What follows belongs to an exercise in optimizing a design on an open flow for small area and a short achievable clock period; a production flow would make more cautious choices.
At most, simulation tests tie the RTL to the original design; equivalence was not proved.
No activity file was given, so power comes from the tool's default toggle rates.

==> flow/design.v <==
module RegularFuzzification(
  input        clock,
  input        reset,
  input        io_start,
  input  [9:0] io_inputs_0,
  input  [9:0] io_inputs_1,
  output       io_outResultValid,
  output [6:0] io_outResult
);
  function gt7(input [6:0] a, input [6:0] b);
    integer i;
    reg g;
    begin
      g = 1'b0;
      for (i = 0; i < 7; i = i + 1)
        g = (a[i] & ~b[i]) | (~(~a[i] & b[i]) & g);
      gt7 = g;
    end
  endfunction
  wire [9:0] xi = io_inputs_0;
  wire [7:0] yi = io_inputs_1[7:0];
  wire xa = xi > 10'd50,  xb = xi > 10'd150, xc = xi > 10'd200, xd = xi > 10'd300,
       xe = xi > 10'd350, xf = xi > 10'd450, xg = xi > 10'd500, xh = xi > 10'd550,
       xk = xi > 10'd600;
  wire a1 = xa && !xb, a2 = xb && !xc, a3 = xc && !xd, a5 = xe && !xf, a67 = xf && !xh,
       a78 = xg && !xk;
  wire [6:0] x7 = xi[6:0];
  wire [6:0] x1i = ({7{!xa}} & 7'd100)          | ({7{a1}}  & (7'd22 - x7)) |
                   ({7{a3}}  & (7'd44 - x7))     | ({7{a5}}  & (x7 + 7'd34)) |
                   ({7{a67}} & (7'd38 - x7));                    
  wire [6:0] x2i = ({7{a1}}  & (x7 + 7'd78))     | ({7{a3}}  & (x7 + 7'd56)) |
                   ({7{a78}} & (x7 + 7'd12))     | ({7{a2 || xk}} & 7'd100);   
  wire [1:0] ii  = {xe, xc};
  wire hxgi = (xi < 10'd100) || (xc && xi < 10'd250) || (xe && xi < 10'd525);
  wire hxei = (xi == 10'd100) || (xi == 10'd250) || (xd && !xe) || (xi == 10'd525);
  wire ya = yi > 8'd20,  yb = yi > 8'd40,  yc = yi > 8'd60,  yd = yi > 8'd80,
       ye = yi > 8'd100, yf = yi > 8'd120, yg = yi > 8'd140, yh = yi > 8'd160;
  wire [1:0] ji  = {yd, yb} == 2'b11 ? {1'b1, yf} : {1'b0, yb};
  wire s1 = ya && !yb, s2 = yc && !yd, s3 = ye && !yf, s4 = yg && !yh;
  wire [2:0] ty  = yi[4:2] + {s3 || s4, s1 || s3, 1'b1};
  wire [4:0] ti  = {ty, yi[1:0]};
  wire [6:0] t5i = {ti, 2'b00} + {2'b00, ti};
  wire [6:0] y2i = ({7{s1 || s2 || s3 || s4}} & t5i) | ({7{yh}} & 7'd100);
  reg [6:0] X1, X2, Y2;
  reg       i1, i0, j1, j0, hxg, hxe;
  always @(posedge clock) if (io_start) begin
    X1 <= x1i;  X2 <= x2i;  {i1, i0} <= ii;  hxg <= hxgi; hxe <= hxei;
    Y2 <= y2i;  {j1, j0} <= ji;
  end
  wire [6:0] Y1  = 7'd100 - Y2;
  wire       hyg = Y2 < 7'd50;
  wire       hye = Y2 == 7'd50;
  wire g11 = gt7(X1, Y1);
  wire g12 = gt7(X1, Y2);
  wire g21 = gt7(X2, Y1);
  wire g22 = gt7(X2, Y2);
  wire a_X1 = (i1 && j1 && !g12 && hxg) ||
      (i1 && j1 && j0 && !g11 && hxg) ||
      (i1 && j1 && j0 && g11 && !g12);
  wire a_X2 = (i1 && !j1 && j0 && !g22) ||
      (i1 && j1 && !g21 && !hxg) ||
      (i1 && j1 && !j0 && !g22 && !hxg) ||
      (i1 && j1 && !j0 && !g21 && g22);
  wire a_Y1 = (i1 && j1 && j0 && !g11 && g21) ||
      (i1 && j1 && g21 && hyg) ||
      (i1 && j1 && j0 && g11 && hyg);
  wire a_Y2 = (i1 && !j1 && j0 && g22) ||
      (i1 && j1 && !j0 && g12 && !g22) ||
      (i1 && j1 && g12 && !hyg) ||
      (i1 && j1 && !j0 && g22 && !hyg);
  wire n_X1 = (!j1 && !j0 && !g11 && hxg) ||
      (!i0 && !j1 && j0 && !g11) ||
      (!i1 && i0 && j1 && j0 && !g11) ||
      (!i1 && i0 && j1 && !g12 && !g22) ||
      (!i0 && !j1 && !g12 && !g22) ||
      (!i0 && j1 && !j0 && !g11 && g12);
  wire n_X2 = (i0 && !j1 && j0 && !g21) ||
      (!j1 && !j0 && !g21 && !hxg) ||
      (!i0 && j1 && j0 && !g21) ||
      (i0 && !j1 && !j0 && g21 && !g22) ||
      (!i0 && j1 && g11 && g21) ||
      (!i1 && i0 && !j1 && j0 && !g22) ||
      (!i1 && i0 && j1 && !j0 && !g21 && g22) ||
      (!i0 && j1 && !g12 && hxg) ||
      (!i1 && i0 && !j1 && !g12 && !g21);
  wire n_Y1 = (i1 && !j1 && j0 && g21) ||
      (i0 && !j1 && !j0 && g11 && !g21) ||
      (i0 && !j1 && g21 && hyg) ||
      (!i0 && !j0 && !g22 && hyg) ||
      (!i0 && !j1 && !j0 && !g11 && !g12) ||
      (!i1 && i0 && j1 && !j0 && !g11 && g21) ||
      (!i0 && !j1 && !g22 && hyg) ||
      (!i0 && j1 && j0 && g21 && hyg) ||
      (!i0 && j1 && !j0 && !g21 && !hyg) ||
      (!i1 && i0 && j1 && j0 && g11 && hyg);
  wire n_Y2 = (!i0 && j1 && !g11 && !hyg) ||
      (!i1 && i0 && j1 && !g21 && hxg && !hyg) ||
      (!i1 && i0 && !j1 && !g11 && g21 && !hyg) ||
      (!i0 && !j1 && g12 && !hyg) ||
      (!i1 && i0 && j1 && !j0 && g12 && !g22) ||
      (i1 && !j1 && !j0 && g22 && !hyg) ||
      (!i0 && j1 && !j0 && !g11 && !g12);
  wire n_c0 = (i1 && j0) ||
      (j1 && j0 && hyg) ||
      (i1 && !hxg && !hxe) ||
      (i0 && j1 && !j0 && !g22) ||
      (!i0 && j1 && !j0 && g21) ||
      (j1 && j0 && hye) ||
      (i0 && !j1 && !j0 && !hxg && !hxe && hyg) ||
      (i1 && g21) ||
      (i0 && j1 && j0 && !g11) ||
      (!i0 && j1 && j0 && !g21) ||
      (i0 && !j1 && !j0 && g21 && hye);
  wire n_c1 = (i1) ||
      (i0 && !j1 && j0) ||
      (i0 && j1 && !j0 && g22) ||
      (j1 && j0 && g11 && g21) ||
      (i0 && !j1 && g21 && !g22) ||
      (i0 && j0 && !g21 && !hyg && !hye) ||
      (!i0 && j1 && j0 && g21 && !g22) ||
      (i0 && !j1 && !g11 && !hyg && !hye) ||
      (!i0 && j1 && j0 && g22 && !hyg && !hye);
  wire o_X1 = (i0 && !j1 && !g12) ||
      (i1 && j1 && !j0 && !g11) ||
      (!i0 && j1 && j0 && !g11) ||
      (i0 && !j1 && j0 && !g11) ||
      (!i0 && j1 && !g12 && !g22) ||
      (i0 && j1 && !j0 && !g21 && g22) ||
      (i0 && j1 && !j0 && !g11 && g12);
  wire o_X2 = (!i0 && !j1 && !g22) ||
      (!i1 && i0 && j1 && !g12 && !g22) ||
      (!i1 && i0 && j1 && j0 && !g21) ||
      (!i0 && !j1 && j0 && !g21) ||
      (!i0 && j1 && !j0 && !g21 && g22);
  wire o_Y1 = (i1 && j1 && !j0 && g11) ||
      (i0 && !j1 && j0 && g11 && hyg) ||
      (!i0 && j1 && !j0 && g21 && g22) ||
      (i0 && j1 && !j0 && g11 && !g21) ||
      (!i0 && !j1 && j0 && !g12 && hyg) ||
      (!i0 && j1 && j0 && !g22 && hyg) ||
      (!i1 && i0 && j1 && j0 && g21 && hyg);
  wire o_Y2 = (i0 && !j1 && !j0 && g12) ||
      (!i0 && !j1 && !j0 && g22) ||
      (!i0 && j1 && g12 && !hyg) ||
      (i0 && !j1 && g12 && !hyg) ||
      (!i1 && i0 && j1 && g22 && !hyg) ||
      (!i0 && !j1 && g22 && !hyg) ||
      (!i0 && j1 && !j0 && !g21 && !g22) ||
      (!i1 && i0 && j1 && !j0 && !g12 && g22);
  wire o_c3 = (i1) ||
      (i0 && j1 && j0) ||
      (i0 && j1 && g21);
  function [6:0] pick(input s1, input s2, input s3, input s4,
                      input [6:0] a, input [6:0] b, input [6:0] c, input [6:0] d);
    pick = ({7{s1}} & a) | ({7{s2}} & b) | ({7{s3}} & c) | ({7{s4}} & d);
  endfunction
  wire [6:0] ov = pick(o_X1, o_X2, o_Y1, o_Y2, X1, X2, Y1, Y2);
  wire [6:0] nv = pick(n_X1, n_X2, n_Y1, n_Y2, X1, X2, Y1, Y2);
  wire [6:0] av = pick(a_X1, a_X2, a_Y1, a_Y2, X1, X2, Y1, Y2);
  reg [6:0] rov, rnv;
  reg       ro3;
  reg [1:0] rnk;
  always @(posedge clock) if (io_start) begin
    rov <= ov;
    ro3 <= o_c3;
    rnv <= nv;
    rnk <= {n_c1, n_c0};
  end
  reg [6:0] rov2;
  reg       ro32;
  always @(posedge clock) if (io_start) begin
    rov2 <= rov;
    ro32 <= ro3;
  end
  wire [1:0] ok = {ro32, 1'b1};
  wire       take_new = gt7(rnv, rov2) || (rnv == rov2 && rnk < ok);
  wire [6:0] bv = take_new ? rnv : rov2;
  wire [1:0] bk = take_new ? rnk : ok;
  reg  [6:0] wv;
  reg  [2:0] wi;
  always @(posedge clock) if (io_start) begin
    wv <= bv;
    wi <= gt7(av, bv) ? 3'd4 : (bv == 7'd0) ? 3'd0 : {1'b0, bk};
  end
  reg  [6:0] wv2;
  reg  [2:0] wi2;
  always @(posedge clock) if (io_start) begin
    wv2 <= wv;
    wi2 <= wi;
  end
  wire r24gt = i1 && i0 && j1 && j0 && gt7(X2, wv2) && gt7(Y2, wv2);
  wire [2:0] fin = (wi2[2] || r24gt) ? 3'd4 : wi2;
  reg [2:0] f1, f2, f3, f4;
  always @(posedge clock) if (io_start) begin
    f1 <= fin;
    f2 <= f1;
    f3 <= f2;
    f4 <= f3;
  end
  assign io_outResultValid = 1'b0;
  assign io_outResult = io_start ? {4'd0, f4} : 7'd0;
endmodule
clock: 8.0 ns
lec_check: 0
abc_area: 1
cap_margin: 20
core_margin: 2
core_utilization: 40
cts_buf_list: sky130_fd_sc_hd__clkbuf_4 sky130_fd_sc_hd__clkbuf_8
cts_cluster_size: 30
setup_slack_margin: 4.0
slew_margin: 20
run.sh (not shown) runs the stock make flow with config.mk's settings and CLKGATE_MAP_FILE= SYNTH_SCRIPT=/design/flow/synth_recipe.tcl, a recipe that flattens the netlist after the stock synthesis.
Change:
--- a/flow/design.v
+++ b/flow/design.v
@@ -25,10 +25,11 @@
   wire a1 = xa && !xb, a2 = xb && !xc, a3 = xc && !xd, a5 = xe && !xf, a67 = xf && !xh,
        a78 = xg && !xk;
-  wire [6:0] x7 = xi[6:0];
-  wire [6:0] x1i = ({7{!xa}} & 7'd100)          | ({7{a1}}  & (7'd22 - x7)) |
-                   ({7{a3}}  & (7'd44 - x7))     | ({7{a5}}  & (x7 + 7'd34)) |
-                   ({7{a67}} & (7'd38 - x7));                    
-  wire [6:0] x2i = ({7{a1}}  & (x7 + 7'd78))     | ({7{a3}}  & (x7 + 7'd56)) |
-                   ({7{a78}} & (x7 + 7'd12))     | ({7{a2 || xk}} & 7'd100);   
+  wire [6:0] k2 = ({7{a1}} & 7'd78) | ({7{a3}} & 7'd56) | ({7{a78}} & 7'd12);
+  wire [6:0] x2s = xi[6:0] + k2;                            
+  wire [6:0] x2i = ({7{a1 || a3 || a78}} & x2s) | ({7{a2 || xk}} & 7'd100);
+  wire       neg = !a5;                                     
+  wire [6:0] k1 = ({7{a1}} & 7'd23) | ({7{a3}} & 7'd45) | ({7{a5}} & 7'd34) | ({7{a67}} & 7'd39);
+  wire [6:0] x1s = (xi[6:0] ^ {7{neg}}) + k1;
+  wire [6:0] x1i = ({7{a1 || a3 || a5 || a67}} & x1s) | ({7{!xa}} & 7'd100);
   wire [1:0] ii  = {xe, xc};
   wire hxgi = (xi < 10'd100) || (xc && xi < 10'd250) || (xe && xi < 10'd525);
Effect: Hold slack gets worse by 0.0060 ns. Cell count goes up by 2.3%. Power goes up by about 15%. Routed wire length goes down by about 3%. Critical path depth goes up by 8. Final area goes up by about 7%. Combinational power goes up by 33%.
For the second run of this note, only the layout was checked, not whether the RTL still works.

==> separate check: timing with driven ports <==
How much do the figures lean on ideal ports? The routed layouts below were timed once more, with nothing changed but the port constraints. Step 1: set_driving_cell puts a clkbuf_16 on clock and a buf_2 on each other input, an assumption about the parent block. Step 2 moves the port delays by t, midway between the first and last clock arrival at a register: inputs arrive t later, outputs are due t later. That takes back most of the time a late clock gives input paths. Slacks: ideal ports / drivers / drivers and shift; pairs: ideal ports / drivers.
run	t, ns	setup WS [ns]	worst setup path at the end	latest minus earliest clock arrival (ns)	slew at the worst register clock pin (ns)
the first run	0.397	4.044 / 4.035 / 3.648	input to register	0.012 / 0.013	0.10 / 0.10
the second run	0.407	4.018 / 3.901 / 3.608	input to register	0.008 / 0.008	0.09 / 0.09
After both steps every run listed still meets setup and hold. For the second run, which loses most, drivers alone change the setup slack by -0.117 ns; drivers and shift together by -0.410 ns.
